Background: an optimization exercise with open tools, aiming at small area. Do not read the settings as production practice. The RTL was checked by simulation tests, not by an equivalence proof against the original design. The clock input has no modelled driver; a real chip could not lean on it and would need a root buffer or a full tree. No activity file was given, so power comes from the tool's default toggle rates.

==> run a: inputs <==
// TopModule
module TopModule (
    input              clk,
    input              rst,
    input              chipSelect,
    input              read_in,
    input              write_in,
    input              A0In,
    input      [7:0]   inDataBus,
    output reg [7:0]   outDataBus,
    output reg         ioDataBus,
    input      [2:0]   cascade_in,
    output reg [2:0]   cascade_out,
    output             cascade_io,
    input              SP,
    input              interrupt_acknowledge_n,
    output reg         interrupt_to_cpu,
    input      [7:0]   interrupt_request
);
export LEC_CHECK = 0
export CAP_MARGIN = 20
export CORE_MARGIN = 2
export CORE_UTILIZATION = 40
export SLEW_MARGIN = 20
create_clock -name core_clock -period 10.0 [get_ports {clk}]
standard.sh (not shown) runs the stock make flow with config.mk's settings and CLKGATE_MAP_FILE= SYNTH_SCRIPT=/design/flow/synth_recipe.tcl, a recipe that flattens the netlist after the stock synthesis.
==> flow/flow/run.sh <==
#!/bin/bash
# Own layout flow: the standard ORFS flow with these changes:
#  - synthesis is the standard one, but ABC maps the logic with an area-oriented
#    script, tried with several seeds (flow/abc_override.tcl), instead of ORFS's
#    speed script; registers are untouched;
#  - port buffers use the smallest buffer cell;
#  - the clock tree is built by flow/clock_tree.tcl in place of ORFS's CTS step.
set -euo pipefail
W=$(pwd)
F=$W/flow
export MY_ABC_SEEDS="1 2 3 4 5 6 7 8"
export MY_ABC_TIME=15
export RES=$W/orfs/results/sky130hd/TopModule/base

# synthesis script: the standard flow's, with the abc command overridden
{ head -n 1 synth_recipe.tcl; cat "$F/abc_override.tcl"; tail -n +2 synth_recipe.tcl; } > my_synth.tcl
# config: the standard flow's, plus the extra settings
{ cat config.mk; echo; cat "$F/extra.mk"; } > my_config.mk
sed -e "s#$W/synth_recipe.tcl#$W/my_synth.tcl#g" -e "s#$W/config.mk#$W/my_config.mk#g" standard.sh > my_standard.sh

bash my_standard.sh synth > synth.log 2>&1
bash my_standard.sh place > place.log 2>&1
openroad -no_init -exit "$F/clock_tree.tcl" > clock_tree.log 2>&1
bash my_standard.sh finish > route_finish.log 2>&1
test -f out/final.def
==> flow/flow/abc_override.tcl <==
# ABC maps the logic with an area-oriented script in place of ORFS's: deep
# AIG restructuring then area-oriented mapping, tried with several random
# seeds; the mapping with the smallest cell area is kept.
proc abc {args} {
  set i [lsearch -exact $args -script]
  if {$i >= 0} { set args [lreplace $args $i [expr {$i + 1}]] }
  set libargs {}
  foreach lib $::env(LIB_FILES) { lappend libargs -liberty $lib }
  design -save abc_input
  set best_area -1
  foreach seed $::env(MY_ABC_SEEDS) {
    design -load abc_input
    set script [file join $::env(OBJECTS_DIR) abc_seed_$seed.script]
    set f [open $script w]
    puts $f "strash\n&get -n\n&deepsyn -T $::env(MY_ABC_TIME) -S $seed\n&dch -f\n&nf -a -R 1000\n&put\ntopo"
    close $f
    yosys abc -script $script {*}$args
    set stat [tee -q -s result.string stat {*}$libargs]
    if {![regexp {Chip area for module[^:]*:\s*([0-9.]+)} $stat -> area]} { error "no area from stat" }
    puts "ABC seed $seed: cell area $area"
    if {$best_area < 0 || $area < $best_area} {
      set best_area $area
      design -save abc_best
    }
  }
  design -load abc_best
  puts "ABC: kept the mapping with cell area $best_area"
}

# Leave half and full adders to ABC as well: the design has no arithmetic,
# and the adder cells ORFS extracts are larger than ABC's gates.
proc extract_fa {args} {}
==> flow/flow/clock_tree.tcl <==
# Clock tree built by hand in place of ORFS's CTS step: the flip-flops are
# split into groups_n groups of equal size by recursive bisection; each group
# gets a clkbuf_8 at its centre, and one clkbuf_4 root, driven by the clock
# port, drives the group buffers. Group buffers whose flip-flops still see a
# slow clock edge are then upsized to clkbuf_16.
set groups_n 5
set slew_limit_ps 112

proc split_groups {items k} {
  # Split items into k groups of near-equal size, cutting across the longer
  # side of their bounding box each time.
  if {$k == 1} { return [list $items] }
  set xs [lmap s $items {lindex $s 1}]
  set ys [lmap s $items {lindex $s 2}]
  set dx [expr {[tcl::mathfunc::max {*}$xs] - [tcl::mathfunc::min {*}$xs]}]
  set dy [expr {[tcl::mathfunc::max {*}$ys] - [tcl::mathfunc::min {*}$ys]}]
  set idx [expr {$dx >= $dy ? 1 : 2}]
  set sorted [lsort -real -index $idx $items]
  set k1 [expr {$k / 2}]
  set n1 [expr {int(round([llength $sorted] * double($k1) / $k))}]
  return [concat [split_groups [lrange $sorted 0 [expr {$n1 - 1}]] $k1] \
                 [split_groups [lrange $sorted $n1 end] [expr {$k - $k1}]]]
}

proc worst_sink_slew {net} {
  set worst 0
  foreach it [$net getITerms] {
    if {[$it getIoType] ne "INPUT"} { continue }
    set pin [get_pins [$it getName]]
    foreach e {rise fall} {
      set s [expr {[sta::time_ui_sta [get_property $pin slew_max_$e]] * 1e12}]
      if {$s > $worst} { set worst $s }
    }
  }
  return $worst
}

read_liberty $::env(FLOW_HOME)/platforms/sky130hd/lib/sky130_fd_sc_hd__tt_025C_1v80.lib
read_db $::env(RES)/3_place.odb
read_sdc $::env(RES)/3_place.sdc
source $::env(FLOW_HOME)/platforms/sky130hd/setRC.tcl

set db [ord::get_db]
set block [ord::get_db_block]
set clknet [$block findNet clk]
set bufm [$db findMaster sky130_fd_sc_hd__clkbuf_8]
set rootm [$db findMaster sky130_fd_sc_hd__clkbuf_4]
set bigm [$db findMaster sky130_fd_sc_hd__clkbuf_16]

set sinks {}
foreach it [$clknet getITerms] {
  set bb [[$it getInst] getBBox]
  lappend sinks [list $it [expr {([$bb xMin] + [$bb xMax]) / 2.0}] [expr {([$bb yMin] + [$bb yMax]) / 2.0}]]
}
set groups [split_groups $sinks $groups_n]

set rootnet [odb::dbNet_create $block clknet_root]
$rootnet setSigType CLOCK
set leaves {}
set n 0
set lx 0.0
set ly 0.0
foreach g $groups {
  set sx 0.0
  set sy 0.0
  foreach s $g { set sx [expr {$sx + [lindex $s 1]}]; set sy [expr {$sy + [lindex $s 2]}] }
  set cx [expr {$sx / [llength $g]}]
  set cy [expr {$sy / [llength $g]}]
  set buf [odb::dbInst_create $block $bufm clkbuf_leaf_$n]
  set net [odb::dbNet_create $block clknet_leaf_$n]
  $net setSigType CLOCK
  foreach s $g {
    set it [lindex $s 0]
    $it disconnect
    $it connect $net
  }
  [$buf findITerm X] connect $net
  [$buf findITerm A] connect $rootnet
  $buf setLocation [expr {int($cx)}] [expr {int($cy)}]
  $buf setPlacementStatus PLACED
  lappend leaves $buf
  set lx [expr {$lx + $cx}]
  set ly [expr {$ly + $cy}]
  incr n
}
set root [odb::dbInst_create $block $rootm clkbuf_root]
[$root findITerm A] connect $clknet
[$root findITerm X] connect $rootnet
$root setLocation [expr {int($lx / $n)}] [expr {int($ly / $n)}]
$root setPlacementStatus PLACED
puts "clock tree: [llength $sinks] flip-flops in $n groups of [join [lmap g $groups {llength $g}] {, }]"

detailed_placement
set_propagated_clock [all_clocks]
estimate_parasitics -placement
foreach buf $leaves {
  set w [worst_sink_slew [[$buf findITerm X] getNet]]
  if {$w > $slew_limit_ps} {
    puts "upsize [$buf getName]: worst flip-flop clock slew $w ps"
    $buf swapMaster $bigm
  }
}
detailed_placement
check_placement
estimate_parasitics -placement
set worst 0
foreach pin [all_registers -clock_pins] {
  foreach e {rise fall} {
    set s [expr {[sta::time_ui_sta [get_property $pin slew_max_$e]] * 1e12}]
    if {$s > $worst} { set worst $s }
  }
}
puts "worst flip-flop clock pin slew: $worst ps"
report_clock_skew
report_worst_slack -min
report_worst_slack -max
write_db $::env(RES)/4_1_cts.odb
write_db $::env(RES)/4_cts.odb
write_sdc $::env(RES)/4_cts.sdc
Other scripts of this flow, unchanged in this note and not shown: flow/flow/extra.mk
==> run b: changes against run a <==
==> flow/flow/abc_override.tcl (replaced) <==
# ABC maps the logic with an area-oriented script in place of ORFS's: deep
# AIG restructuring then two rounds of area-oriented mapping, tried with
# several random seeds; the mapping with the smallest cell area is kept.
proc abc {args} {
  set i [lsearch -exact $args -script]
  if {$i >= 0} { set args [lreplace $args $i [expr {$i + 1}]] }
  set libargs {}
  foreach lib $::env(LIB_FILES) { lappend libargs -liberty $lib }
  design -save abc_input
  set best_area -1
  foreach seed $::env(MY_ABC_SEEDS) {
    design -load abc_input
    set script [file join $::env(OBJECTS_DIR) abc_seed_$seed.script]
    set f [open $script w]
    set map "&dch -f\n&nf -a -p -C 32 -F 8 -A 8 -R 1000\n&put"
    puts $f "strash\n&get -n\n&deepsyn -T $::env(MY_ABC_TIME) -S $seed\n$map\n&get -n\n$map\ntopo"
    close $f
    yosys abc -script $script {*}$args
    set stat [tee -q -s result.string stat {*}$libargs]
    if {![regexp {Chip area for module[^:]*:\s*([0-9.]+)} $stat -> area]} { error "no area from stat" }
    puts "ABC seed $seed: cell area $area"
    if {$best_area < 0 || $area < $best_area} {
      set best_area $area
      design -save abc_best
    }
  }
  design -load abc_best
  puts "ABC: kept the mapping with cell area $best_area"
}

# Leave half and full adders to ABC as well: the design has no arithmetic,
# and the adder cells ORFS extracts are larger than ABC's gates.
proc extract_fa {args} {}
--- a/flow/flow/clock_tree.tcl
+++ b/flow/flow/clock_tree.tcl
@@ -1,15 +1,15 @@
 # Clock tree built by hand in place of ORFS's CTS step: the flip-flops are
 # split into groups_n groups of equal size by recursive bisection; each group
 # gets a clkbuf_8 at its centre, and one clkbuf_4 root, driven by the clock
 # port, drives the group buffers. Group buffers whose flip-flops still see a
 # slow clock edge are then upsized to clkbuf_16.
 set groups_n 5
-set slew_limit_ps 112
+set slew_limit_ps 122
 
 proc split_groups {items k} {
   # Split items into k groups of near-equal size, cutting across the longer
   # side of their bounding box each time.
   if {$k == 1} { return [list $items] }
   set xs [lmap s $items {lindex $s 1}]
   set ys [lmap s $items {lindex $s 2}]
   set dx [expr {[tcl::mathfunc::max {*}$xs] - [tcl::mathfunc::min {*}$xs]}]
==> run c: changes against run a <==
--- a/flow/design.v
+++ b/flow/design.v
@@ -104,32 +104,31 @@
     reg       delay_inta;    
     reg       ack1, ack2;    
     reg       thawed;        
     always @(posedge clk or negedge rst) begin
         if (!rst) delay_inta <= 1'b1;
         else      delay_inta <= interrupt_acknowledge_n;
     end
     wire neg_inta = delay_inta & ~interrupt_acknowledge_n;
-    wire pos_inta = ~delay_inta & interrupt_acknowledge_n;
     wire idle     = ~ack1 & ~ack2;
     wire go_ack1  = idle & neg_inta & ~ocw2;
     wire go_ack2  = ack1 & neg_inta;
-    wire end_seq  = ack2 & pos_inta;
+    wire end_seq  = ack2 & interrupt_acknowledge_n;
     wire next_idle = (idle & ~go_ack1) | end_seq;
     always @(posedge clk or negedge rst) begin
         if (!rst) begin
             ack1 <= 1'b0;
             ack2 <= 1'b0;
         end else if (write_icw1) begin
             ack1 <= 1'b0;
             ack2 <= 1'b0;
         end else begin
             ack1 <= go_ack1 | (ack1 & ~neg_inta);
-            ack2 <= go_ack2 | (ack2 & ~pos_inta);
+            ack2 <= go_ack2 | (ack2 & ~interrupt_acknowledge_n);
         end
     end
     always @(posedge clk or negedge rst) begin
         if (!rst) thawed <= 1'b0;
         else if (next_idle) thawed <= 1'b1;
     end
     reg  [7:0] irr;
     reg  [7:0] low_seen;
@@ -200,21 +199,18 @@
     end
     wire [7:0] clear_irr = interrupt | {8{write_icw1}};
     always @(posedge clk or negedge rst) begin
         if (!rst) begin
             low_seen <= 8'd0;
             irr      <= 8'd0;
         end else begin
             low_seen <= ~clear_irr & (low_seen | ~interrupt_request);
-            for (i = 0; i < 8; i = i + 1)
-                if (clear_irr[i])
-                    irr[i] <= 1'b0;
-                else if (thawed)
-                    irr[i] <= interrupt_request[i] & (ltim | low_seen[i]);
+            irr      <= {8{thawed}} & ~clear_irr & interrupt_request &
+                        ({8{ltim}} | low_seen);
         end
     end
     always @(posedge clk or negedge rst) begin
         if (!rst)
             interrupt_to_cpu <= 1'b0;
         else if (write_icw1)
             interrupt_to_cpu <= 1'b0;
         else if (int_any)
@@ -235,19 +231,19 @@
     end
     always @(posedge clk) begin
         if (int_any) ack_level <= int_level;
         if (ack1)    ack1_level <= int_level;
     end
     wire cascade_slave = ~single & ~SP;
     assign cascade_io  = cascade_slave;
     wire slave_match = cascade_slave & (icw3[2:0] == cascade_in);
-    wire drive_vector = single | slave_match | (~cascade_slave & ~from_slave);
-    always @(*) begin
-        if (~cascade_slave & ~idle & from_slave)
+    wire drive_vector = slave_match | (~cascade_slave & ~from_slave);
+    always @(*) begin
+        if (SP & ~idle & from_slave)
             cascade_out = ack_level;
         else
             cascade_out = 3'b000;
     end
     wire out_vector = ~interrupt_acknowledge_n & ack2 & drive_vector;
     wire read       = ~read_in & ~chipSelect;
     always @(*) begin
         if (out_vector) begin
--- a/flow/flow/run.sh
+++ b/flow/flow/run.sh
@@ -3,17 +3,17 @@
 #  - synthesis is the standard one, but ABC maps the logic with an area-oriented
 #    script, tried with several seeds (flow/abc_override.tcl), instead of ORFS's
 #    speed script; registers are untouched;
 #  - port buffers use the smallest buffer cell;
 #  - the clock tree is built by flow/clock_tree.tcl in place of ORFS's CTS step.
 set -euo pipefail
 W=$(pwd)
 F=$W/flow
-export MY_ABC_SEEDS="1 2 3 4 5 6 7 8"
+export MY_ABC_SEEDS="1 2 3 4 5 6 7 8 9 10 11 12 13 14 15 16"
 export MY_ABC_TIME=15
 export RES=$W/orfs/results/sky130hd/TopModule/base
 
 # synthesis script: the standard flow's, with the abc command overridden
 { head -n 1 synth_recipe.tcl; cat "$F/abc_override.tcl"; tail -n +2 synth_recipe.tcl; } > my_synth.tcl
 # config: the standard flow's, plus the extra settings
 { cat config.mk; echo; cat "$F/extra.mk"; } > my_config.mk
 sed -e "s#$W/synth_recipe.tcl#$W/my_synth.tcl#g" -e "s#$W/config.mk#$W/my_config.mk#g" standard.sh > my_standard.sh
==> flow/flow/abc_override.tcl (replaced) <==
# ABC maps the logic with an area-oriented script in place of ORFS's: deep
# AIG restructuring then two rounds of area-oriented mapping, tried with
# several random seeds; the mapping with the smallest cell area is kept.
proc abc {args} {
  set i [lsearch -exact $args -script]
  if {$i >= 0} { set args [lreplace $args $i [expr {$i + 1}]] }
  set libargs {}
  foreach lib $::env(LIB_FILES) { lappend libargs -liberty $lib }
  design -save abc_input
  set best_area -1
  foreach seed $::env(MY_ABC_SEEDS) {
    design -load abc_input
    set script [file join $::env(OBJECTS_DIR) abc_seed_$seed.script]
    set f [open $script w]
    set map "&dch -f\n&nf -a -p -C 32 -F 8 -A 8 -R 1000\n&put"
    puts $f "strash\n&get -n\n&deepsyn -T $::env(MY_ABC_TIME) -S $seed\n$map\n&get -n\n$map\ntopo"
    close $f
    yosys abc -script $script {*}$args
    set stat [tee -q -s result.string stat {*}$libargs]
    if {![regexp {Chip area for module[^:]*:\s*([0-9.]+)} $stat -> area]} { error "no area from stat" }
    puts "ABC seed $seed: cell area $area"
    if {$best_area < 0 || $area < $best_area} {
      set best_area $area
      design -save abc_best
    }
  }
  design -load abc_best
  puts "ABC: kept the mapping with cell area $best_area"
}

# Leave half and full adders to ABC as well: the design has no arithmetic,
# and the adder cells ORFS extracts are larger than ABC's gates.
proc extract_fa {args} {}
--- a/flow/flow/clock_tree.tcl
+++ b/flow/flow/clock_tree.tcl
@@ -1,15 +1,15 @@
 # Clock tree built by hand in place of ORFS's CTS step: the flip-flops are
 # split into groups_n groups of equal size by recursive bisection; each group
 # gets a clkbuf_8 at its centre, and one clkbuf_4 root, driven by the clock
 # port, drives the group buffers. Group buffers whose flip-flops still see a
 # slow clock edge are then upsized to clkbuf_16.
 set groups_n 5
-set slew_limit_ps 112
+set slew_limit_ps 122
 
 proc split_groups {items k} {
   # Split items into k groups of near-equal size, cutting across the longer
   # side of their bounding box each time.
   if {$k == 1} { return [list $items] }
   set xs [lmap s $items {lindex $s 1}]
   set ys [lmap s $items {lindex $s 2}]
   set dx [expr {[tcl::mathfunc::max {*}$xs] - [tcl::mathfunc::min {*}$xs]}]
@@ -34,16 +34,19 @@
   }
   return $worst
 }
 
 read_liberty $::env(FLOW_HOME)/platforms/sky130hd/lib/sky130_fd_sc_hd__tt_025C_1v80.lib
 read_db $::env(RES)/3_place.odb
 read_sdc $::env(RES)/3_place.sdc
 source $::env(FLOW_HOME)/platforms/sky130hd/setRC.tcl
+
+# first shrink oversized repair buffers (flow/downsize.tcl)
+source [file join [file dirname [info script]] downsize.tcl]
 
 set db [ord::get_db]
 set block [ord::get_db_block]
 set clknet [$block findNet clk]
 set bufm [$db findMaster sky130_fd_sc_hd__clkbuf_8]
 set rootm [$db findMaster sky130_fd_sc_hd__clkbuf_4]
 set bigm [$db findMaster sky130_fd_sc_hd__clkbuf_16]
 
==> flow/flow/downsize.tcl (new file) <==
# Buffers that the placement repair inserted or upsized are often larger than
# needed: try each with smaller buffer cells, smallest first, and keep the
# first that leaves no slew or capacitance violation at its output or its
# loads, with the slew limit tightened to 1.2 ns.
proc buffer_ok {inst} {
  # no capacitance violation at the buffer's output or its loads, and no
  # load whose slew is over 1.2 ns (the library's limit is 1.5 ns)
  sta::redirect_string_begin
  report_check_types -max_capacitance -violators
  set s [sta::redirect_string_end]
  set out [$inst findITerm X]
  set pins [list "[$inst getName]/X"]
  foreach it [[$out getNet] getITerms] {
    if {[$it getIoType] ne "INPUT"} { continue }
    set name "[[$it getInst] getName]/[[$it getMTerm] getName]"
    lappend pins $name
    foreach e {rise fall} {
      if {[sta::time_ui_sta [get_property [get_pins $name] slew_max_$e]] > 1.2e-9} { return 0 }
    }
  }
  foreach line [split $s "\n"] {
    if {![string match *VIOLATED* $line]} { continue }
    if {[lsearch -exact $pins [lindex $line 0]] >= 0} { return 0 }
  }
  return 1
}
estimate_parasitics -placement
set sizes {buf_1 buf_2 buf_4 buf_6 buf_8 buf_12 buf_16}
foreach pass {1 2} {
foreach inst [[ord::get_db_block] getInsts] {
  set m [$inst getMaster]
  set mname [$m getName]
  if {![regexp {^sky130_fd_sc_hd__((clk)?buf_[0-9]+|clkdlybuf4s[0-9]+_[0-9]+|dlygate4sd[0-9]_1|dlymetal6s[0-9]s_1)$} $mname]} { continue }
  if {[string match clkbuf_* [$inst getName]]} { continue }
  set area [expr {[$m getWidth] * [$m getHeight]}]
  foreach s $sizes {
    set cand [[ord::get_db] findMaster sky130_fd_sc_hd__$s]
    if {[$cand getWidth] * [$cand getHeight] >= $area} { break }
    $inst swapMaster $cand
    estimate_parasitics -placement
    if {[buffer_ok $inst]} {
      puts "downsize [$inst getName]: $mname -> sky130_fd_sc_hd__$s"
      break
    }
    $inst swapMaster $m
    estimate_parasitics -placement
  }
}
}
Settings changed: CAP_MARGIN 20 to 5, GPL_TIMING_DRIVEN set to 0, SLEW_MARGIN 20 to 5.
==> qor summary <==
metric                                                                       run c                    run b                    run a
M1 GR Usage                                                                  32.6%                    30.5%                    29.2%
DRT iter0 DRCs                                                                 200                      212                      218
Part of the total power dissipated in sequential elements                    52.7%                    53.2%                    52.4%
Share of cells above drive strength 1                                        3.04%                    3.11%                    3.07%
Clock share of power                                                         14.0%                    14.7%                    16.0%
Fraction of synthesized area in multiplexers                                0.270%                       0%                   0.264%
Status                                                     complete, no violations  complete, no violations  complete, no violations
Logic depth of the worst path, buffers included                                 10                        6                        8
Power attributed to combinational cells                                     360 uW                   323 uW                   316 uW
Via-per-instance ratio                                                        6.02                     6.18                     5.84
Tap Cells                                                                      111                      111                      129
Post-route worst hold slack                                               0.465 ns                 0.503 ns                 0.505 ns
Share of the core filled with cells in the final layout                      44.9%                    45.3%                    45.6%
No run of this note takes its clock network from TritonCTS; it comes from the design's own scripts or RTL.

separate check: timing with driven ports:
No port has a modelled driver above. Below, the same layouts with a new extraction and two added sets of constraints. Step 1 sets driving cells, clkbuf_16 on the clock port and buf_2 on the other inputs (assumed; they add their load-dependent delay and slew). Step 2 times the ports against the registers' clock, not the clock port: input delays grow and output delays shrink by t, the midpoint of the rising clock arrivals with the driver on. Three values: ideal, step 1, step 2; two values: the first two.
run | t, ns | setup WS [ns] | worst setup path after step 2 | worst data-port slew with drivers (ns)
run a | 0.432 | 3.757 / 3.735 / 3.735 | input to output | 0.03
run b | 0.432 | 3.899 / 3.878 / 3.878 | input to output | 0.03
run c | 0.436 | 3.308 / 3.286 / 3.286 | input to output | 0.03
After both steps setup and hold are still met in every run listed.
